Context: an optimization exercise on an open-source flow, tuned for a short achievable clock period and few clock cycles. The choices shown serve that exercise and are no tape-out recipe. Only simulation tests tie the RTL to the original design; equivalence was not proved. No activity file was given, so power comes from the tool's default toggle rates.

==> inputs of try-ember <==
// mips_cpu
module mips_cpu(
  input  logic        clk,
  input  logic        resetn,
  output logic        imem_req_vld,
  output logic [31:0] imem_req_addr,
  input  logic        imem_rsp_vld,
  input  logic [31:0] imem_rsp_data,
  output logic        dmem_req_vld,
  output logic        dmem_req_rnw,
  output logic [31:0] dmem_req_addr,
  output logic [31:0] dmem_req_data,
  input  logic        dmem_rsp_vld,
  input  logic [31:0] dmem_rsp_data
);
  logic [31:0] pc_q;         
  logic [31:0] pcn_q;        
  logic [31:0] f_pc;
  logic [31:0] ras_q;        
  logic        trk_vld;      
  logic [4:0]  trk_reg;
  logic [31:0] trk_val;
  logic        fd_vld;
  logic [31:0] fd_pc4;
  logic [31:0] fd_ins;
  logic [31:0] fd_rsv;       
  logic [31:0] fd_rtv;
  logic        fd_pred;      
  logic        fd_bfix;      
  logic        fd_bq;        
  logic [31:0] fd_bcx;       
  logic        fd_fe_rs, fd_fe_rt;   
  logic        fd_fs_rs, fd_fs_rt;   
  logic        fd_fm_rs, fd_fm_rt;   
  logic        fd_fw_rs, fd_fw_rt;   
  logic        fd_lu;                
  logic [31:0] fd_ptgt;      
  logic        de_vld;
  logic [31:0] de_a;         
  logic [31:0] de_bx;        
  logic [31:0] de_x;         
  logic        de_sub;       
  logic        de_ash;       
  logic [4:0]  de_sh;
  logic [31:0] de_c;         
  logic [31:0] de_alt;       
  logic [31:0] de_pc4;
  logic        de_br;        
  logic        de_pred;
  logic [1:0]  de_brk;       
  logic        de_jr;
  logic        de_link;
  logic        de_wr;
  logic [4:0]  de_dst;
  logic        de_ld;
  logic        de_st;
  logic        de_late;      
  logic [1:0]  de_sz;        
  logic        de_sgn;
  logic        de_s_add, de_s_and, de_s_or, de_s_xor, de_s_nor;
  logic        de_s_slt, de_s_sltu, de_s_sll, de_s_srl, de_s_sra;
  ...
Settings: LEC_CHECK=0, CAP_MARGIN=20, CORE_MARGIN=2, CORE_UTILIZATION=30, PLACE_DENSITY=0.4, SETUP_SLACK_MARGIN=4.3, SLEW_MARGIN=20; clock period 7.5 ns.
run.sh (not shown) runs the stock make flow with config.mk's settings and CLKGATE_MAP_FILE= SYNTH_SCRIPT=/design/flow/synth_recipe.tcl, a recipe that flattens the netlist after the stock synthesis.
==> try-violet: changes against try-ember <==
- SETUP_SLACK_MARGIN: 4.3 -> 5.0
- SYNTH_HIERARCHICAL: default -> 1
==> comparison table <==
item                                                                       try-violet                try-ember
Outcome                                                       complete, no violations  complete, no violations
Wire length of the first global-routing pass                                826600 µm                772700 µm
Non-Clock Buffer Area Fraction                                                 0.1550                   0.1270
Met1 layer wirelength in the final routing                                  221200 µm                214400 µm
Required time at the worst-slack endpoint                                     8.29 ns                  8.32 ns
Number of multi-input combinational cells in the layout                          6334                     6300
Final-layout clock-cell area share                                            0.05497                  0.05827
Die X                                                                        552.5 µm                 548.7 µm
DR vias                                                                         95410                    91913
Clock group total power                                                       11.1 mW                  10.8 mW
DR WL met3                                                                   83070 µm                 78710 µm
Relative contribution of sequential cells to total power                        0.370                    0.380
P_leak                                                                       47.21 nW                 43.18 nW
Placed Cells incl. Taps                                                         12661                    12640
Non-filler cells in the finished layout                                         14333                    13881
Maximum number of pins on one net before global-route repair                       90                       89
Power in sequential cells                                                     13.6 mW                  13.4 mW
Sw Pwr                                                                       14.20 mW                 13.49 mW
Testbench counts of try-ember, summed over its fixed seeds: cycles 68,961.
Testbench counts of try-violet, summed over its fixed seeds: cycles 68,961.

==> v2: inputs <==
mips_cpu again, from the RTL that the note above started with.
==> flow/design.v (excerpt) <==
module mips_cpu(
  input  logic        clk,
  input  logic        resetn,
  output logic        imem_req_vld,
  output logic [31:0] imem_req_addr,
  input  logic        imem_rsp_vld,
  input  logic [31:0] imem_rsp_data,
  output logic        dmem_req_vld,
  output logic        dmem_req_rnw,
  output logic [31:0] dmem_req_addr,
  output logic [31:0] dmem_req_data,
  input  logic        dmem_rsp_vld,
  input  logic [31:0] dmem_rsp_data
);
  logic [31:0] pc_q;         
  logic [31:0] pcn_q;        
  logic [31:0] f_pc;
  logic [31:0] ras_q;        
  logic        trk_vld;      
  logic [4:0]  trk_reg;
  logic [31:0] trk_val;
  logic        fd_vld;
  logic [31:0] fd_pc4;
  logic [31:0] fd_ins;
  logic [31:0] fd_rsv;       
  logic [31:0] fd_rtv;
  logic        fd_pred;      
  logic        fd_bfix;      
  logic        fd_bq;        
  logic [31:0] fd_bcx;       
  logic        fd_fe_rs, fd_fe_rt;   
  logic        fd_fs_rs, fd_fs_rt;   
  logic        fd_fm_rs, fd_fm_rt;   
  logic        fd_fw_rs, fd_fw_rt;   
  logic        fd_lu;                
  logic [31:0] fd_ptgt;      
  logic        de_vld;
  logic [31:0] de_a;         
  logic [31:0] de_bx;        
  logic [31:0] de_x;         
  logic        de_sub;       
  logic        de_ash;       
  logic [4:0]  de_sh;
  logic [31:0] de_c;         
  logic [31:0] de_alt;       
  logic [31:0] de_pc4;
  logic        de_br;        
  logic        de_pred;
  logic [1:0]  de_brk;       
  logic        de_jr;
  logic        de_link;
  logic        de_wr;
  logic [4:0]  de_dst;
  logic        de_ld;
  logic        de_st;
  logic        de_late;      
  logic [1:0]  de_sz;        
  logic        de_sgn;
  logic        de_s_add, de_s_and, de_s_or, de_s_xor, de_s_nor;
  ...
clock: 7.5 ns
lec_check: 0
cap_margin: 20
core_margin: 2
core_utilization: 30
place_density: 0.4
setup_slack_margin: 4.3
slew_margin: 20
synth_hierarchical: 1
==> v33: changes against v2 <==
Settings changed: CORE_UTILIZATION 30 to 35, PLACE_DENSITY 0.4 to 0.45, SETUP_SLACK_MARGIN 4.3 to 4.0.
==> run notes <==
Arrival time of data at the critical path endpoint: v33 4250 ps; v2 4430 ps
Fraction of area in multi-input gates: v33 37.0%; v2 36.8%
Initial core utilization: v33 35.2%; v2 30.1%
Synth-to-layout area growth: v33 25.8%; v2 34.9%
Global-route wire length before repair: v33 749 mm; v2 791 mm
Outcome: v33 finished clean; v2 finished clean
GR Util met2: v33 61.9%; v2 57.0%
Initial detailed-routing violation count: v33 16,100; v2 15,700
Die W: v33 512 µm; v2 553 µm
Post-CTS sizing: v33 508; v2 1,148
Number of filler instances in the final layout: v33 24,300; v2 28,900
Required time at the worst-slack endpoint: v33 8140 ps; v2 8370 ps
Post-route setup slack: v33 3900 ps; v2 3940 ps
Endpoint of the worst register-to-register path: v33 de_x[23]; v2 de_c[24]
Number of logic inverters in the finished layout: v33 122; v2 123
Testbench counts of v2, summed over its fixed seeds: cycles 68,961.
Testbench counts of v33, summed over its fixed seeds: cycles 68,961.

## separate check: timing with driven ports
Ports are ideal in the flow. The routed layouts listed here were re-timed in OpenROAD.
Step 1 sets driving cells, clkbuf_16 on the clock port and buf_2 on the other inputs (assumed; they add their load-dependent delay and slew).
Step 2, shift: input delay + t, output delay - t, t = (earliest + latest rising clock arrival at the registers) / 2. This alone moves slack from input paths to output paths.
Three values: ideal, step 1, step 2; two values: the first two.
run | t, ns | setup slack, ns | worst hold slack (ns) | worst setup path after step 2
try-ember | 1.032 | 3.824 / 3.824 / 3.053 | 0.396 / 0.396 / 0.396 | input to register
try-violet | 1.047 | 3.928 / 3.928 / 3.081 | 0.398 / 0.398 / 0.398 | input to register
v2 | 1.048 | 3.936 / 3.936 / 2.976 | 0.364 / 0.364 / 0.364 | input to register
v33 | 0.978 | 3.895 / 3.896 / 2.998 | 0.385 / 0.385 / 0.385 | input to register
After both steps every run listed still meets setup and hold. For v2, which loses most, drivers alone change the setup slack by 0.000 ns; drivers and shift together by -0.960 ns.
